What follows belongs to an exercise in optimizing a design on an open flow for small area; a production flow would make more cautious choices. Function was checked by simulation only, so behaviour that the tests miss may differ from the original.

## run 1
==> flow/design.v <==
`default_nettype none
module hc_sr04(
	input			clk,
	input			rst_n,
	input			echo_in,
	output			trig_out,
	output			cycle_out,
	output			valid,
	output			timeout,
	output			busy,
	output	[6:0]	hex2,
	output	[6:0]	hex1,
	output	[6:0]	hex0
);
	reg [21:0] tpos;       
	reg        led_out;
	reg        trig_lt;    
	reg        trig_q;
	wire t_end = ~tpos[21] & ~tpos[20] & tpos[19] & tpos[18] & ~tpos[17] & ~tpos[16] & ~tpos[15] & tpos[14] & tpos[13] & ~tpos[12] & ~tpos[11] & tpos[10] & ~tpos[9] & ~tpos[7] & ~tpos[6] & ~tpos[4] & ~tpos[3] & ~tpos[2] & ~tpos[1] & ~tpos[0];
	wire t_499p = ~tpos[21] & ~tpos[20] & ~tpos[15] & ~tpos[12] & ~tpos[7] & tpos[1];
	wire t_499 = trig_lt & t_499p;
	always @(posedge clk or negedge rst_n) begin
		if (!rst_n) begin
			tpos    <= 22'h184a40;
			led_out <= 1'b0;
			trig_lt <= 1'b1;
		end else begin
			tpos    <= {tpos[20:0], tpos[21] ^ tpos[20]} ^ {6'd0, t_end, 15'd0};
			if (t_end) begin
				led_out <= ~led_out;
				trig_lt <= 1'b1;
			end else if (t_499) begin
				trig_lt <= 1'b0;
			end
		end
	end
	always @(posedge clk)
		trig_q <= trig_lt;
	assign cycle_out = led_out;
	assign trig_out  = trig_q;
	reg echo_meta, echo_sync, echo_prev;
	reg counting, valid_q, valid_d;
	reg [11:0] ph;
	wire [11:0] phl = ph ^ 12'haaa;
	reg [2:0]  cm_h;        
	reg [3:0]  cm_t, cm_o;
	wire rising  =  echo_sync & ~echo_prev;
	wire falling = ~echo_sync &  echo_prev;
	wire ph_end = phl[11] & phl[10] & ~phl[8] & ~phl[7] & phl[6] & ~phl[5] & ~phl[3] & ~phl[2] & ~phl[1] & phl[0];
	wire ph_449 = phl[10] & ~phl[9] & phl[8] & phl[6] & ~phl[3] & ~phl[2] & phl[1];
	wire to_hit = cm_h[2] & cm_h[1] & cm_t[3] & cm_t[0] & ph_449;
	always @(posedge clk or negedge rst_n) begin
		if (!rst_n) begin
			echo_meta <= 1'b0;
			echo_sync <= 1'b0;
			echo_prev <= 1'b0;
			counting  <= 1'b0;
			valid_q   <= 1'b0;
			valid_d   <= 1'b0;
		end else begin
			echo_meta <= echo_in;
			echo_sync <= echo_meta;
			echo_prev <= echo_sync;
			valid_q   <= 1'b0;
			valid_d   <= valid_q;
			if (!counting) begin
				if (rising) counting <= 1'b1;
			end else if (falling) begin
				counting <= 1'b0;
				valid_q  <= 1'b1;
			end else if (to_hit) begin
				counting <= 1'b0;
			end
		end
	end
	assign busy  = counting;
	assign valid = valid_q;
	assign timeout = ~counting & echo_prev & ~phl[1];
	wire [11:0] phl_next = counting ? ({phl[10:0], phl[11] ^ phl[0]} ^ {6'd0, ph_end, 5'd0})
	                                : 12'h9ca;
	always @(posedge clk)
		ph <= phl_next ^ 12'haaa;
	wire cm_clr = valid_d | (~counting & ~valid_q);
	wire inc_o  = counting & ~falling & ph_end;
	wire o9     = cm_o[3] & cm_o[0];
	wire t9     = cm_t[3] & cm_t[0];
	wire inc_t  = inc_o & o9;
	wire inc_h  = inc_t & t9;
	always @(posedge clk) begin
		if (cm_clr) begin
			cm_o <= 4'd0;
			cm_t <= 4'd0;
			cm_h <= 3'd0;
		end else begin
			if (inc_o) cm_o <= o9 ? 4'd0 : cm_o + 4'd1;
			if (inc_t) cm_t <= t9 ? 4'd0 : cm_t + 4'd1;
			if (inc_h) cm_h <= cm_h + 3'd1;
		end
	end
	reg [2:0] disp_h;
	reg [3:0] disp_t, disp_o;
	wire clamp = cm_h[2];           
	wire blank = disp_o[3] & disp_o[2];
	always @(posedge clk or negedge rst_n) begin
		if (!rst_n) begin
			disp_h <= 3'd0;
			disp_t <= 4'd0;
			disp_o <= 4'hf;
		end else if (valid_d) begin
			disp_h <= clamp ? 3'd4 : cm_h;
			disp_t <= clamp ? 4'd0 : cm_t;
			disp_o <= clamp ? 4'd0 : cm_o;
		end else if (blank) begin
			disp_o <= 4'd0;
		end
	end
	wire [6:0] seg_t;
	assign hex0[0] = (disp_o[2] & disp_o[3]) | (~disp_o[0] & ~disp_o[1] & disp_o[2]) | (disp_o[0] & ~disp_o[1] & ~disp_o[2] & ~disp_o[3]);
	assign hex0[1] = ~((~disp_o[2]) | (disp_o[0] & disp_o[1] & ~disp_o[3]) | (~disp_o[0] & ~disp_o[1]));
	assign hex0[2] = (disp_o[1] & disp_o[3]) | (~disp_o[0] & disp_o[1] & ~disp_o[2]);
	assign hex0[3] = (~disp_o[0] & ~disp_o[1] & disp_o[2]) | (disp_o[0] & disp_o[1] & disp_o[2]) | (disp_o[0] & ~disp_o[1] & ~disp_o[2] & ~disp_o[3]);
	assign hex0[4] = (disp_o[0]) | (~disp_o[1] & disp_o[2]);
	assign hex0[5] = (disp_o[1] & ~disp_o[2]) | (disp_o[0] & disp_o[1]) | (disp_o[0] & ~disp_o[2] & ~disp_o[3]);
	assign hex0[6] = (disp_o[0] & disp_o[1] & disp_o[2]) | (~disp_o[1] & ~disp_o[2] & ~disp_o[3]);
	assign seg_t[0] = (~disp_t[0] & ~disp_t[1] & disp_t[2]) | (disp_t[0] & ~disp_t[1] & ~disp_t[2] & ~disp_t[3]);
	assign seg_t[1] = (disp_t[0] & ~disp_t[1] & disp_t[2]) | (~disp_t[0] & disp_t[1] & disp_t[2]);
	assign seg_t[2] = (~disp_t[0] & disp_t[1] & ~disp_t[2]);
	assign seg_t[3] = (~disp_t[0] & ~disp_t[1] & disp_t[2]) | (disp_t[0] & disp_t[1] & disp_t[2]) | (disp_t[0] & ~disp_t[1] & ~disp_t[2] & ~disp_t[3]);
	assign seg_t[4] = (disp_t[0]) | (~disp_t[1] & disp_t[2]);
	assign seg_t[5] = (disp_t[1] & ~disp_t[2]) | (disp_t[0] & disp_t[1]) | (disp_t[0] & ~disp_t[2] & ~disp_t[3]);
	assign seg_t[6] = (disp_t[0] & disp_t[1] & disp_t[2]) | (~disp_t[1] & ~disp_t[2] & ~disp_t[3]);
	wire zero_ht = ~|disp_h & ~|disp_t;
	assign hex1 = seg_t | {1'b0, {6{zero_ht}}};
	assign hex2[0] = (~disp_h[1]);
	assign hex2[1] = (~disp_h[0] & ~disp_h[1] & ~disp_h[2]);
	assign hex2[2] = (~disp_h[0] & ~disp_h[2]);
	assign hex2[3] = (~disp_h[1]);
	assign hex2[4] = ~((~disp_h[0] & disp_h[1]));
	assign hex2[5] = (~disp_h[2]);
	assign hex2[6] = (~disp_h[1] & ~disp_h[2]);
endmodule
Settings: LEC_CHECK=0, ABC_AREA=1, CAP_MARGIN=20, CORE_MARGIN=2, CORE_UTILIZATION=40, SLEW_MARGIN=20; clock period 20.0 ns.
standard.sh (not shown) runs the stock make flow with config.mk's settings and CLKGATE_MAP_FILE= SYNTH_SCRIPT=/design/flow/synth_recipe.tcl, a recipe that flattens the netlist after the stock synthesis.
==> flow/flow/run.sh <==
#!/bin/bash
# Own layout flow:
#  1. the standard synthesis, unchanged (standard.sh synth);
#  2. the combinational logic between the registers re-mapped for area with Yosys/ABC
#     (flow/reopt.ys, flow/area.abc); registers keep their instances, names and cells;
#  3. the standard floorplan, placement, CTS, routing and finish, with
#     - port buffers of the smallest buffer cell (every input and output still gets one),
#     - clock tree synthesis without dummy loads and with small clock buffers.
# Each tool's output goes to a log of its own in this folder.
set -euo pipefail
W=$(pwd)
R=$W/orfs/results/${FLOW_PLATFORM}/hc_sr04/base
LIB=$FLOW_HOME/platforms/${FLOW_PLATFORM}/lib/sky130_fd_sc_hd__tt_025C_1v80.lib
YOSYS=$FLOW_HOME/../tools/install/yosys/bin/yosys
[[ -x $YOSYS ]] || YOSYS=yosys

bash standard.sh synth > synth.log 2>&1

cp $R/1_2_yosys.v $W/synth_standard.v
sed -e "s#LIBERTY#$LIB#g" -e "s#IN_NETLIST#$W/synth_standard.v#" -e "s#OUT_NETLIST#$W/synth_reopt.v#" \
    -e "s#ABC_SCRIPT#$W/flow/area.abc#" flow/reopt.ys > reopt_run.ys
$YOSYS -s reopt_run.ys > reopt.log 2>&1
cp $W/synth_reopt.v $R/1_2_yosys.v
rm -f $R/1_synth.odb $R/1_synth.sdc
bash standard.sh synth > synth_odb.log 2>&1

export BUFFER_PORTS_ARGS="-buffer_cell sky130_fd_sc_hd__buf_1"
export CTS_ARGS="-sink_clustering_enable -repair_clock_nets -dont_use_dummy_load -buf_list {sky130_fd_sc_hd__clkbuf_4} -root_buf sky130_fd_sc_hd__clkbuf_4 -sink_clustering_size 30 -sink_clustering_max_diameter 100"
bash standard.sh floorplan > floorplan.log 2>&1
bash standard.sh place > place.log 2>&1
bash standard.sh cts > cts.log 2>&1
bash standard.sh route > route.log 2>&1
bash standard.sh finish > finish.log 2>&1
==> flow/flow/area.abc <==
strash; &get -n; &deepsyn -T 30; &put; dch -f; amap; topo
==> flow/flow/reopt.ys <==
# Re-map the combinational logic of the standard synthesis netlist for area.
# Registers and tie cells are kept as black boxes: the same instances, names and cells.
read_liberty -ignore_miss_func LIBERTY
blackbox sky130_fd_sc_hd__df* sky130_fd_sc_hd__conb_1
read_verilog IN_NETLIST
hierarchy -top hc_sr04
flatten
opt_clean -purge
abc -script ABC_SCRIPT -liberty LIBERTY -dont_use *lpflow* -dont_use *probe*
opt_clean -purge
hilomap -singleton -hicell sky130_fd_sc_hd__conb_1 HI -locell sky130_fd_sc_hd__conb_1 LO
splitnets
opt_clean -purge
insbuf -buf sky130_fd_sc_hd__buf_1 A X
rename -enumerate -pattern _rn%_ w:*.*
stat -liberty LIBERTY
write_verilog -noattr -nohex -nodec OUT_NETLIST
Inputs modified between run 1 and run 2:
diff --git a/flow/design.v b/flow/design.v
--- a/flow/design.v
+++ b/flow/design.v
@@ -15,12 +15,11 @@
 	reg [21:0] tpos;       
 	reg        led_out;
 	reg        trig_lt;    
 	reg        trig_q;
 	wire t_end = ~tpos[21] & ~tpos[20] & tpos[19] & tpos[18] & ~tpos[17] & ~tpos[16] & ~tpos[15] & tpos[14] & tpos[13] & ~tpos[12] & ~tpos[11] & tpos[10] & ~tpos[9] & ~tpos[7] & ~tpos[6] & ~tpos[4] & ~tpos[3] & ~tpos[2] & ~tpos[1] & ~tpos[0];
-	wire t_499p = ~tpos[21] & ~tpos[20] & ~tpos[15] & ~tpos[12] & ~tpos[7] & tpos[1];
-	wire t_499 = trig_lt & t_499p;
+	wire t_499 = ~tpos[21] & ~tpos[20] & ~tpos[19] & ~tpos[18] & tpos[17] & tpos[16] & ~tpos[15] & ~tpos[14] & tpos[13] & ~tpos[12] & ~tpos[11] & ~tpos[10] & ~tpos[9] & ~tpos[7] & tpos[6] & tpos[5] & ~tpos[4] & ~tpos[2] & tpos[1];
 	always @(posedge clk or negedge rst_n) begin
 		if (!rst_n) begin
 			tpos    <= 22'h184a40;
 			led_out <= 1'b0;
 			trig_lt <= 1'b1;
@@ -37,51 +36,52 @@
 	always @(posedge clk)
 		trig_q <= trig_lt;
 	assign cycle_out = led_out;
 	assign trig_out  = trig_q;
 	reg echo_meta, echo_sync, echo_prev;
-	reg counting, valid_q, valid_d;
-	reg [11:0] ph;
-	wire [11:0] phl = ph ^ 12'haaa;
+	reg counting, valid_q, timeout_q, valid_d;
+	reg [11:0] ph;          
 	reg [2:0]  cm_h;        
 	reg [3:0]  cm_t, cm_o;
 	wire rising  =  echo_sync & ~echo_prev;
 	wire falling = ~echo_sync &  echo_prev;
-	wire ph_end = phl[11] & phl[10] & ~phl[8] & ~phl[7] & phl[6] & ~phl[5] & ~phl[3] & ~phl[2] & ~phl[1] & phl[0];
-	wire ph_449 = phl[10] & ~phl[9] & phl[8] & phl[6] & ~phl[3] & ~phl[2] & phl[1];
+	wire ph_end = ph[11] & ph[10] & ~ph[8] & ~ph[7] & ph[6] & ~ph[5] & ~ph[3] & ~ph[2] & ~ph[1] & ph[0];
+	wire ph_449 = ph[10] & ~ph[9] & ph[8] & ph[6] & ~ph[3] & ~ph[2] & ph[1];
 	wire to_hit = cm_h[2] & cm_h[1] & cm_t[3] & cm_t[0] & ph_449;
 	always @(posedge clk or negedge rst_n) begin
 		if (!rst_n) begin
 			echo_meta <= 1'b0;
 			echo_sync <= 1'b0;
 			echo_prev <= 1'b0;
 			counting  <= 1'b0;
 			valid_q   <= 1'b0;
+			timeout_q <= 1'b0;
 			valid_d   <= 1'b0;
 		end else begin
 			echo_meta <= echo_in;
 			echo_sync <= echo_meta;
 			echo_prev <= echo_sync;
 			valid_q   <= 1'b0;
+			timeout_q <= 1'b0;
 			valid_d   <= valid_q;
 			if (!counting) begin
 				if (rising) counting <= 1'b1;
 			end else if (falling) begin
 				counting <= 1'b0;
 				valid_q  <= 1'b1;
 			end else if (to_hit) begin
-				counting <= 1'b0;
+				counting  <= 1'b0;
+				timeout_q <= 1'b1;
 			end
 		end
 	end
-	assign busy  = counting;
-	assign valid = valid_q;
-	assign timeout = ~counting & echo_prev & ~phl[1];
-	wire [11:0] phl_next = counting ? ({phl[10:0], phl[11] ^ phl[0]} ^ {6'd0, ph_end, 5'd0})
-	                                : 12'h9ca;
+	assign busy    = counting;
+	assign valid   = valid_q;
+	assign timeout = timeout_q;
 	always @(posedge clk)
-		ph <= phl_next ^ 12'haaa;
+		if (!counting) ph <= 12'h9ca;
+		else           ph <= {ph[10:0], ph[11] ^ ph[0]} ^ {6'd0, ph_end, 5'd0};
 	wire cm_clr = valid_d | (~counting & ~valid_q);
 	wire inc_o  = counting & ~falling & ph_end;
 	wire o9     = cm_o[3] & cm_o[0];
 	wire t9     = cm_t[3] & cm_t[0];
 	wire inc_t  = inc_o & o9;
--- outcome ---
Looking at routability-driven placement congestion ratio, run 2 sits above run 1.
Higher cell area among run 2 and run 1: run 2
Compared with run 1, run 2 degrades minimum clock period after layout.
Going from run 1 to run 2, register-to-register slack went down 0.19 ns; sequential cell count of the final layout went up 1.5%.

==> separate check: timing with driven ports <==
The results above use ideal ports. As a check the final layouts listed here were re-extracted and re-timed, cells and wires unchanged. Step 1 sets driving cells, clkbuf_16 on the clock port and buf_2 on the other inputs (assumed; they add their load-dependent delay and slew). Step 2 times the ports against the registers' clock, not the clock port: input delays grow and output delays shrink by t, the midpoint of the rising clock arrivals with the driver on. a / b / c = ideal / step 1 / step 2; a / b = the first two.
| run | shift t [ns] | setup slack, ns | clock arrival spread, ns |
|---|---|---|---|
| run 1 | 0.411 | 14.119 / 14.095 / 14.506 | 0.051 / 0.051 |
| run 2 | 0.392 | 14.074 / 14.052 / 14.443 | 0.027 / 0.027 |
After both steps setup and hold are still met in every run listed.
